From an optimization exercise on the open Yosys and OpenROAD flow, aimed at small area, a short achievable clock period and few clock cycles per item; shortcuts taken in it are not production practice.
In this exercise RTL edits were held to simulation tests only and were not proved equivalent to the original.

==> flow/run.sh <==
#!/bin/bash
# synth_recipe.tcl (not shown) runs the flow's synth.tcl, then flattens the netlist and writes it again
# the make line also repeats each setting of config.mk as NAME=value (left out here)
make -C /OpenROAD-flow-scripts/flow DESIGN_CONFIG=/design/flow/config.mk WORK_HOME=/design/flow/orfs CLKGATE_MAP_FILE= SYNTH_SCRIPT=/design/flow/synth_recipe.tcl finish
==> flow/config.mk <==
export PLATFORM = sky130hd
export DESIGN_NAME = pe_core_v3
export DESIGN_NICKNAME = pe_core_v3
export VERILOG_FILES = /design/flow/design.v
export SDC_FILE = /design/flow/constraint.sdc
export NUM_CORES = 4
export LEC_CHECK = 0
export CAP_MARGIN = 35
export CORE_MARGIN = 2
export CORE_UTILIZATION = 35
export SLEW_MARGIN = 35
==> flow/constraint.sdc <==
create_clock -name core_clock -period 65.0 [get_ports {clk}]
set_input_delay 13.0000 -clock core_clock [delete_from_list [all_inputs] [get_ports {clk}]]
set_output_delay 13.0000 -clock core_clock [all_outputs]
set_load 0.01 [all_outputs]
==> flow/design.v <==
`timescale 1ns/1ps
module pe_core_v3 (
    input clk,
    input rst_n,
    input [31:0] opcode,       
    input [31:0] op1,
    input [31:0] op2,
    input [31:0] op3,
    input valid_in,
    output reg [31:0] result_out,
    output reg result_valid
);
    reg [31:0] pipeline_opcode;
    reg [31:0] pipeline_op1, pipeline_op2, pipeline_op3;
    reg pipeline_valid;
    localparam OPC_ARITH = 7'b0000001;
    localparam OPC_FPU   = 7'b0000010;
    localparam OPC_COMP  = 7'b0010000;
    always @(posedge clk or negedge rst_n) begin
        if (!rst_n) begin
            pipeline_opcode <= 0;
            pipeline_op1 <= 0;
            pipeline_op2 <= 0;
            pipeline_op3 <= 0;
            pipeline_valid <= 0;
        end else begin
            pipeline_opcode <= opcode;
            pipeline_op1 <= op1;
            pipeline_op2 <= op2;
            pipeline_op3 <= op3;
            pipeline_valid <= valid_in;
        end
    end
    always @(posedge clk or negedge rst_n) begin
        if (!rst_n) begin
            result_valid <= 0;
            result_out <= 0;
        end else begin
            if (pipeline_valid) begin
                result_valid <= 1;
                case (pipeline_opcode[31:25])
                    OPC_ARITH: begin
                        case (pipeline_opcode[24:20])
                            5'b00001: result_out <= pipeline_op1 + pipeline_op2;            
                            5'b00010: result_out <= pipeline_op1 - pipeline_op2;            
                            5'b00011: result_out <= pipeline_op1 * pipeline_op2;            
                            5'b00100: result_out <= (pipeline_op2 == 32'd0) ? 32'hFFFFFFFF : pipeline_op1 / pipeline_op2;   
                            5'b00101: result_out <= pipeline_op1 * pipeline_op2 + pipeline_op3;   
                            5'b00110: result_out <= pipeline_op1 * pipeline_op2 + pipeline_op3;   
                            5'b01001: result_out <= pipeline_op1 & pipeline_op2;            
                            5'b01010: result_out <= pipeline_op1 | pipeline_op2;            
                            5'b01011: result_out <= pipeline_op1 ^ pipeline_op2;            
                            5'b01100: result_out <= pipeline_op1 << pipeline_op2[4:0];     
                            5'b01101: result_out <= pipeline_op1 >> pipeline_op2[4:0];     
                            default:  result_out <= 0;
                        endcase
                    end
                    OPC_FPU: begin
                        case (pipeline_opcode[24:20])
                            5'b00001: result_out <= pipeline_op1 * pipeline_op2 + pipeline_op3;   
                            5'b01011: result_out <= (pipeline_op1[31]) ? 32'd0 : pipeline_op1;   
                            5'b01101: result_out <= (pipeline_op1[31]) ? -pipeline_op1 : pipeline_op1;   
                            5'b01110: result_out <= -pipeline_op1;   
                            5'b10000: result_out <= (pipeline_op1 < pipeline_op2) ? pipeline_op1 : pipeline_op2;   
                            5'b10001: result_out <= (pipeline_op1 > pipeline_op2) ? pipeline_op1 : pipeline_op2;   
                            default:  result_out <= 0;
                        endcase
                    end
                    OPC_COMP: begin
                        case (pipeline_opcode[24:20])
                            5'b00001: result_out <= (pipeline_op1 == pipeline_op2) ? 32'd1 : 32'd0;   
                            5'b00010: result_out <= (pipeline_op1 != pipeline_op2) ? 32'd1 : 32'd0;   
                            5'b00011: result_out <= (pipeline_op1 < pipeline_op2) ? 32'd1 : 32'd0;   
                            5'b00100: result_out <= (pipeline_op1 <= pipeline_op2) ? 32'd1 : 32'd0;   
                            5'b00101: result_out <= (pipeline_op1 > pipeline_op2) ? 32'd1 : 32'd0;   
                            5'b00110: result_out <= (pipeline_op1 >= pipeline_op2) ? 32'd1 : 32'd0;   
                            default:  result_out <= 0;
                        endcase
                    end
                    default: begin
                        result_valid <= 0;
                        result_out <= 0;
                    end
                endcase
            end else begin
                result_valid <= 0;
                result_out <= 0;
            end
        end
    end
endmodule
==> results_dict.tcl <==
set metrics [dict create \
    num_rows 151 \
    fin_skew_ns 0.0323 \
    gp_congestion 1.12 \
    seq_area_frac_synth_pct 5.94 \
    critPathSlowestCell "or3_4" \
    worst_path_largest_cell_delay_ns 0.50 \
    synth_top_area_share_pct 16.4 \
    post_drt_via_cell_ratio 5.86 \
    tightest_slew_ns 1.17 \
    maxSlewHeadroom_pct 21.1 \
    drive_gt1_share_pct 30.9 \
    synth_cell_types 101 \
    cp.required_ns 65.42 \
    slew_violations 0 \
    period_share_pct 98.1 \
    ios 164 \
    ys_top_cells_by_area "ha_1, fa_1, nand2_1" \
    fill_cells 16381 \
    grt_pass1_wl_um 468000 \
    core-area_um2 170000 \
    first_iter_violations 6926 \
    cp-end-kind "flip-flop" \
    clockBufferDepth 2 \
    cp_max_fo 8 \
    postCtsHoldBufs 0 \
    h-tree-depth 4 \
    worstSetupPathDepth 330 \
    routed_wl_um 328000 \
    clk_pin_slew_worst_paths_ns 0.07 \
    post-dp-hpwl_um 253000 \
    synth-main-ff-cell "dfrtp_1" \
    synth_nets 9517 \
    postSynthAreaPerCell_um2 7.31 \
    grt_antenna_before_repair 23 \
    yosysTopAreaCell "ha_1" \
    fmax_mhz 15.7 \
    critical_path.top_delay_family "compound AO/OA/AOI/OAI gates" \
    reg2reg_slack_ns 1.25 \
    min_period_ns 63.75 \
    drtAntennaViolNets 0 \
    final-setup-viol-count 0 \
    vias 73556 \
    synth_edf_count 0 \
    wl_per_cell_um 26.1 \
    drc 0 \
    path_class "reg2reg" \
    grt_use_total_pct 36.1 \
    die_w_um 417 \
    synth_area_um2 59800 \
    critPathLaunchType "flip-flop" \
    overflow 0 \
    min_path_cells 3 \
    grt_pass1_vias 71241 \
    initial_core_util_pct 35.3 \
    cts_tree "done" \
    numPortBuffers 143 \
    die_h_um 417 \
    firstDrtPassIters 9 \
    fin_tns_setup_ns 0 \
    clock_sinks 142 \
    cp.arrival_ns 64.16 \
    ys_ff_latch 142 \
    crit_buf_inv 72 \
    synthTopCellsByCount "nand2_1, nor2_1, ha_1" \
    yosys_warnings 1 \
    reg2regPathDepth 330 \
    rsz0062_at_grt "true" \
    whs_ns 0.713 \
    cts_root_buffer "clkbuf_16" \
    die_area_um2 174000 \
    area_growth_pct 43.1 \
    drv_cap 0 \
    fin_nets 11625 \
    clkLatencyLatePin_ns 0.53 \
    grt_max_degree 79 \
    critPathMostFrequentCell "buf_4" \
    cts_made_buffers 17 \
    finalHoldViolCount 0 \
    hold_class "reg2reg" \
    status "no timing/DRC/antenna violations" \
    synth.most_common_cell "nand2_1" \
    netlist_instances 8191 \
    postSynth.asyncResetShare_pct 100 \
]
worst paths after layout:
check                                              start                         to
max in group asynchronous                          rst_n   result_out[13]$_DFF_PN0_
min reg2reg                pipeline_opcode[26]$_DFF_PN0_    result_out[0]$_DFF_PN0_
min                        pipeline_opcode[26]$_DFF_PN0_    result_out[0]$_DFF_PN0_
max reg2reg                   pipeline_op2[29]$_DFF_PN0_    result_out[0]$_DFF_PN0_
min in group asynchronous                          rst_n  pipeline_op1[0]$_DFF_PN0_
max                           pipeline_op2[29]$_DFF_PN0_    result_out[0]$_DFF_PN0_
cells in the final DEF (no fill, tap or decap), types with 83 or more instances in the layout:
cell type and instances:
a21o_1 200, a21oi_1 513, a21oi_2 83, buf_4 2273, clkdlybuf4s50_1 142, dfrtp_1 133
fa_1 411, ha_1 702, inv_1 676, mux2i_1 104, nand2_1 987, nand3_1 123
nor2_1 764, nor3_1 161, o211ai_1 102, o21a_1 139, o21ai_0 377, xnor2_1 297
xor2_1 162
worst reg2reg max path, delay by kind of cell (launching register included):
| kind | cells | cell delay (ns) |
|---|---|---|
| AOI/OAI and AO/OA | 159 | 31.39 |
| muxes | 4 | 1.19 |
| and+or+nand+nor | 63 | 11.51 |
| xor gates and xnor gates | 1 | 0.09 |
| adders and majority gates | 31 | 8.45 |
| buffers and inverters | 72 | 10.63 |
| DFF | 1 | 0.44 |
logic make-up (layout without fill, tap and decap cells):
group                    count (synthesis)  count (layout)  synth area share, %
buffers and inverters                 1135            3253                 7.15
flip-flops                             142             142                 5.94
XOR/XNOR                               460             460                 6.73
AND/OR/NAND/NOR                       2705            2705                 20.3
AO/OA/AOI/OAI                         2362            2365                 26.0
adder cells (fa/ha/maj)               1195            1195                 30.1
multiplexers                           192             192                 3.75
other                                    0              15                    0
sequential cells by signal (all words and copies together) (netlist names):
| register | cells |
|---|---|
| pipeline_op1 | 32 |
| pipeline_op2 | 32 |
| pipeline_op3 | 32 |
| pipeline_opcode | 12 |
| pipeline_valid | 1 |
| result_out | 32 |
| result_valid | 1 |
timing repair:
item,in CTS,in global routing
hold endpoints to repair,0,0
pin swaps,127,367
buffers inserted,98,166
endpoints found under the setup margin,3,2
resized for setup,301,537
gates cloned,3,6
layer usage:
metal	vias up	part of all wire, %	track usage [%]	wire length, µm
met5	-	0.043	0	142
met3	914	10	8.41	32900
met1	35724	40	46.4	131000
li1	33238	-	-	-
met2	3660	43	55.3	140000
met4	20	7.1	20.5	23400
cell type report:
cell class,instances,area (µm²),share of cell area (%)
Sequential cell,142,3560,4.16
Antenna cell,15,37.5,0.0438
Inverter,718,2700,3.16
Multi-Input combinational cell,6917,56200,65.6
Clock inverter,15,193,0.225
Clock buffer,17,425,0.497
Timing Repair Buffer,2503,19800,23.1
Tap cell,2218,2780,3.24
metrics by stage:
stage          setup slack, ns  cells  util (%)  instance area [µm²]
2_1_floorplan           0.0155   8191         -                60200
3_3_place_gp             -4.87  12232      46.4                78700
3_5_place_dp             -5.53  12233      46.4                78800
4_1_cts                0.00334  12366      48.1                81600
5_1_grt                  -1.00  12531      50.4                85600
6_report                  1.25  12545      50.5                85600
Testbench counts, summed over its fixed seeds: cycles 160,006, items 160,000.

-- what the ideal ports hide --
The results above use ideal ports. As a check the final layout listed here was re-extracted and re-timed, cells and wires unchanged. Step 1 sets driving cells, clkbuf_16 on the clock port and buf_2 on the other inputs (assumed; they add their load-dependent delay and slew). Step 2 moves the port delays by t, midway between the first and last clock arrival at a register: inputs arrive t later, outputs are due t later. That takes back most of the time a late clock gives input paths. a / b / c = ideal ports / drivers / drivers and shift; a / b = the first two.
shift t [ns]: 0.574
setup slack, ns: 1.253 / 1.253 / 1.253
worst setup path at the end: register to register
slew at the worst register clock pin (ns): 0.09 / 0.09
worst data-port slew with drivers (ns): 0.15
After both steps this run still meets setup and hold. For this run, drivers alone change the setup slack by 0.000 ns; drivers and shift together by 0.000 ns.
